What follows belongs to an exercise in optimizing a design on an open flow for small area and a short achievable clock period; a production flow would make more cautious choices.
Where RTL was checked, it was by simulation tests only, not by an equivalence proof against the original.
No driver is modelled on the clock port, so clock power and skew are understated where the tree is cut down; a real chip needs a root buffer or a tree.

==> flow/design.v (excerpt) <==
module axis_dwidth_upsizer #(
  parameter WIDTH      = 32,  
  parameter NUM_REG    =  4  
)(
    input  logic aclk,
    input  logic aresetn,
    input  logic s_axis_tvalid,
    output logic s_axis_tready,
    input  logic [WIDTH-1:0] s_axis_tdata,
    input  logic s_axis_tlast,
    output logic m_axis_tvalid,
    input  logic m_axis_tready,
    output logic [WIDTH*NUM_REG-1:0] m_axis_tdata,
    output logic m_axis_tlast
);
For scale: ~190 cells after synthesis, ~140 flip-flops.
export LEC_CHECK = 0
export CAP_MARGIN = 20
export CORE_MARGIN = 2
export CORE_UTILIZATION = 60
export CTS_BUF_LIST = sky130_fd_sc_hd__clkbuf_8
export SETUP_SLACK_MARGIN = 2.0
export SLEW_MARGIN = 20
create_clock -name core_clock -period 3.5 [get_ports {aclk}]
standard.sh (not shown) runs the stock make flow with config.mk's settings and CLKGATE_MAP_FILE= SYNTH_SCRIPT=/design/flow/synth_recipe.tcl, a recipe that flattens the netlist after the stock synthesis.
==> flow/flow/run.sh <==
#!/bin/bash
# Standard ORFS layout, with the port buffers made of the smallest buffer cell
# (buffer_ports otherwise picks a clock delay buffer for every port).
set -euo pipefail
bash standard.sh BUFFER_PORTS_ARGS="-buffer_cell sky130_fd_sc_hd__buf_1" finish > orfs_make.log 2>&1
==> next run, changes <==
SETUP_SLACK_MARGIN = not set   (was 2.0)
The changed run finished with timing, DRC and antenna clean.
Routed wire length is lower by about 17%.
Core utilization is lower by 8.3 points.
Synthesized cell count is unchanged.
Final area is lower by about 10%.
Via count is lower by 12%.
No functional check of the RTL was part of any run of this note.

========
axis_dwidth_upsizer, a different RTL version from the one above (not shown whole).
Size in the first run: roughly 0.0041 mm² of cells after synthesis.
export LEC_CHECK = 0
export CAP_MARGIN = 20
export CORE_MARGIN = 2
export CORE_UTILIZATION = 40
export SLEW_MARGIN = 20
export SYNTH_HIERARCHICAL = 1
export SYNTH_MINIMUM_KEEP_SIZE = 0
create_clock -name core_clock -period 3.5 [get_ports {aclk}]
==> flow/flow/run.sh <==
#!/bin/bash
# Standard ORFS layout with:
# - the smallest buffer cell for the port buffers (buffer_ports otherwise picks
#   a clock delay buffer);
# - every pin placed by flow/io_pins.tcl, a data bit's pins together, and each
#   bit's cells moved next to its pins before detailed placement
#   (flow/bit_place.tcl);
# - a two-level clock tree of inverters, four fed by the clock port and eight
#   driving the registers (flow/clock_tree.tcl), then a setup repair aimed at
#   FLOW_REPAIR_MARGIN, a downsizing of cells with slack to spare, and a
#   second repair, all at the end of the CTS step (flow/post_cts.tcl).
# ORFS's own output goes to orfs_make.log; each tool's log stays in orfs/logs/.
set -euo pipefail
F=$(cd "$(dirname "$0")" && pwd)
export FLOW_REPAIR_MARGIN=${FLOW_REPAIR_MARGIN:-2.17}
export FLOW_RECOVER=${FLOW_RECOVER:-100}
export FLOW_REPAIR_ARGS=${FLOW_REPAIR_ARGS:-}
CTS="-sink_clustering_enable -dont_use_dummy_load -buf_list sky130_fd_sc_hd__clkbuf_16"
bash standard.sh BUFFER_PORTS_ARGS="-buffer_cell sky130_fd_sc_hd__buf_1" CTS_ARGS="$CTS" \
  PRE_IO_PLACEMENT_TCL="$F/io_pins.tcl" PRE_DETAIL_PLACE_TCL="$F/bit_place.tcl" POST_CTS_TCL="$F/post_cts.tcl" finish > orfs_make.log 2>&1
==> flow/flow/post_cts.tcl <==
# Run at the end of ORFS's CTS step (POST_CTS_TCL), before the step saves its results.
source [file join [file dirname [info script]] clock_tree.tcl]
# The clock port drives four inverters, each driving two inverters that drive
# an eighth of the registers.
set clk_cells {sky130_fd_sc_hd__inv_8 sky130_fd_sc_hd__inv_12}
if { [info exists ::env(FLOW_CLK_TWO)] } { set clk_cells $::env(FLOW_CLK_TWO) }
if { [info exists ::env(FLOW_CLK_MASTER)] } {
  my_clock_tree 4 $::env(FLOW_CLK_MASTER)
} else {
  my_clock_tree2 4 8 {*}$clk_cells
}
detailed_placement
estimate_parasitics -placement
if { [info exists ::env(FLOW_REPAIR_MARGIN)] } {
  repair_timing -setup -setup_margin $::env(FLOW_REPAIR_MARGIN) {*}$::env(FLOW_REPAIR_ARGS) -verbose
  if { [info exists ::env(FLOW_RECOVER)] } {
    repair_timing -recover_power $::env(FLOW_RECOVER) -setup_margin $::env(FLOW_REPAIR_MARGIN) -verbose
    repair_timing -setup -setup_margin $::env(FLOW_REPAIR_MARGIN) {*}$::env(FLOW_REPAIR_ARGS) -verbose
  }
}
# The control inputs each feed several gates: give them a stronger port buffer
# than the repair, working from estimated wires, sees a need for.
foreach port {aresetn s_axis_tvalid s_axis_tlast m_axis_tready} {
  foreach it [[[[ord::get_db_block] findBTerm $port] getNet] getITerms] {
    if { [$it isInputSignal] } {
      replace_cell [[$it getInst] getName] sky130_fd_sc_hd__buf_4
    }
  }
}
detailed_placement
estimate_parasitics -placement
report_clock_latency
report_checks -format end -group_path_count 5
Other scripts of this flow, unchanged in this note and not shown: flow/flow/bit_place.tcl, flow/flow/clock_tree.tcl, flow/flow/io_pins.tcl
Change:
--- a/flow/flow/run.sh
+++ b/flow/flow/run.sh
@@ -8,5 +8,5 @@
 # - a two-level clock tree of inverters, four fed by the clock port and eight
-#   driving the registers (flow/clock_tree.tcl), then a setup repair aimed at
-#   FLOW_REPAIR_MARGIN, a downsizing of cells with slack to spare, and a
-#   second repair, all at the end of the CTS step (flow/post_cts.tcl).
+#   driving the registers (flow/clock_tree.tcl), then a setup repair aimed at FLOW_REPAIR_MARGIN, a
+#   downsizing of cells with slack to spare, and a second repair, all at the end
+#   of the CTS step (flow/post_cts.tcl).
 # ORFS's own output goes to orfs_make.log; each tool's log stays in orfs/logs/.
@@ -14,3 +14,3 @@
 F=$(cd "$(dirname "$0")" && pwd)
-export FLOW_REPAIR_MARGIN=${FLOW_REPAIR_MARGIN:-2.17}
+export FLOW_REPAIR_MARGIN=${FLOW_REPAIR_MARGIN:-2.12}
 export FLOW_RECOVER=${FLOW_RECOVER:-100}
--- a/flow/flow/post_cts.tcl
+++ b/flow/flow/post_cts.tcl
@@ -19,14 +19,5 @@
   }
+  detailed_placement
+  estimate_parasitics -placement
 }
-# The control inputs each feed several gates: give them a stronger port buffer
-# than the repair, working from estimated wires, sees a need for.
-foreach port {aresetn s_axis_tvalid s_axis_tlast m_axis_tready} {
-  foreach it [[[[ord::get_db_block] findBTerm $port] getNet] getITerms] {
-    if { [$it isInputSignal] } {
-      replace_cell [[$it getInst] getName] sky130_fd_sc_hd__buf_4
-    }
-  }
-}
-detailed_placement
-estimate_parasitics -placement
 report_clock_latency
The new run produced a clean layout.
Via count decreases slightly.
Wire length went down slightly.
Worst setup slack gets worse by 0.025 ns.
Die area does not change.
Flip-flop and latch count does not change.
Sequential share of layout area increases by 0.22 points.
Utilization drops by 0.30 points.
Register-to-register slack is about the same.
Synthesized cell count is unchanged.

==> afterwards: timing with drivers on the ports <==
The flow's constraints put no driver on any port. The routed layouts listed below were extracted and timed again, unchanged, in two steps. Step 1 (the two cells are an assumption about what drives the block):
set clk [get_ports {aclk}]
set_driving_cell -lib_cell sky130_fd_sc_hd__clkbuf_16 $clk
set_driving_cell -lib_cell sky130_fd_sc_hd__buf_2 [delete_from_list [all_inputs] $clk]
Step 2 moves the port delays by t, midway between the first and last clock arrival at a register: inputs arrive t later, outputs are due t later. That takes back most of the time a late clock gives input paths. a / b / c = ideal ports / drivers / drivers and shift; a / b = the first two.
| run | shift t [ns] | setup slack, ns | worst hold slack (ns) | slew at the worst register clock pin (ns) | worst data-port slew with drivers (ns) |
|---|---|---|---|---|---|
| the first run of note 1 | 0.445 | 1.795 / 1.765 / 1.574 | 0.442 / 0.442 / 0.442 | 0.07 / 0.07 | 0.06 |
| the second run of note 1 | 0.431 | 1.744 / 1.744 / 1.479 | 0.447 / 0.447 / 0.447 | 0.07 / 0.07 | 0.06 |
| the first run of note 2 | 0.240 | 2.162 / 2.031 / 2.189 | 0.449 / 0.449 / 0.449 | 0.06 / 0.06 | 0.04 |
| the second run of note 2 | 0.240 | 2.138 / 2.006 / 2.044 | 0.449 / 0.449 / 0.449 | 0.07 / 0.07 | 0.03 |
After both steps setup and hold are still met in every run listed. For the second run of note 1, which loses most, drivers alone change the setup slack by 0.000 ns; drivers and shift together by -0.265 ns.
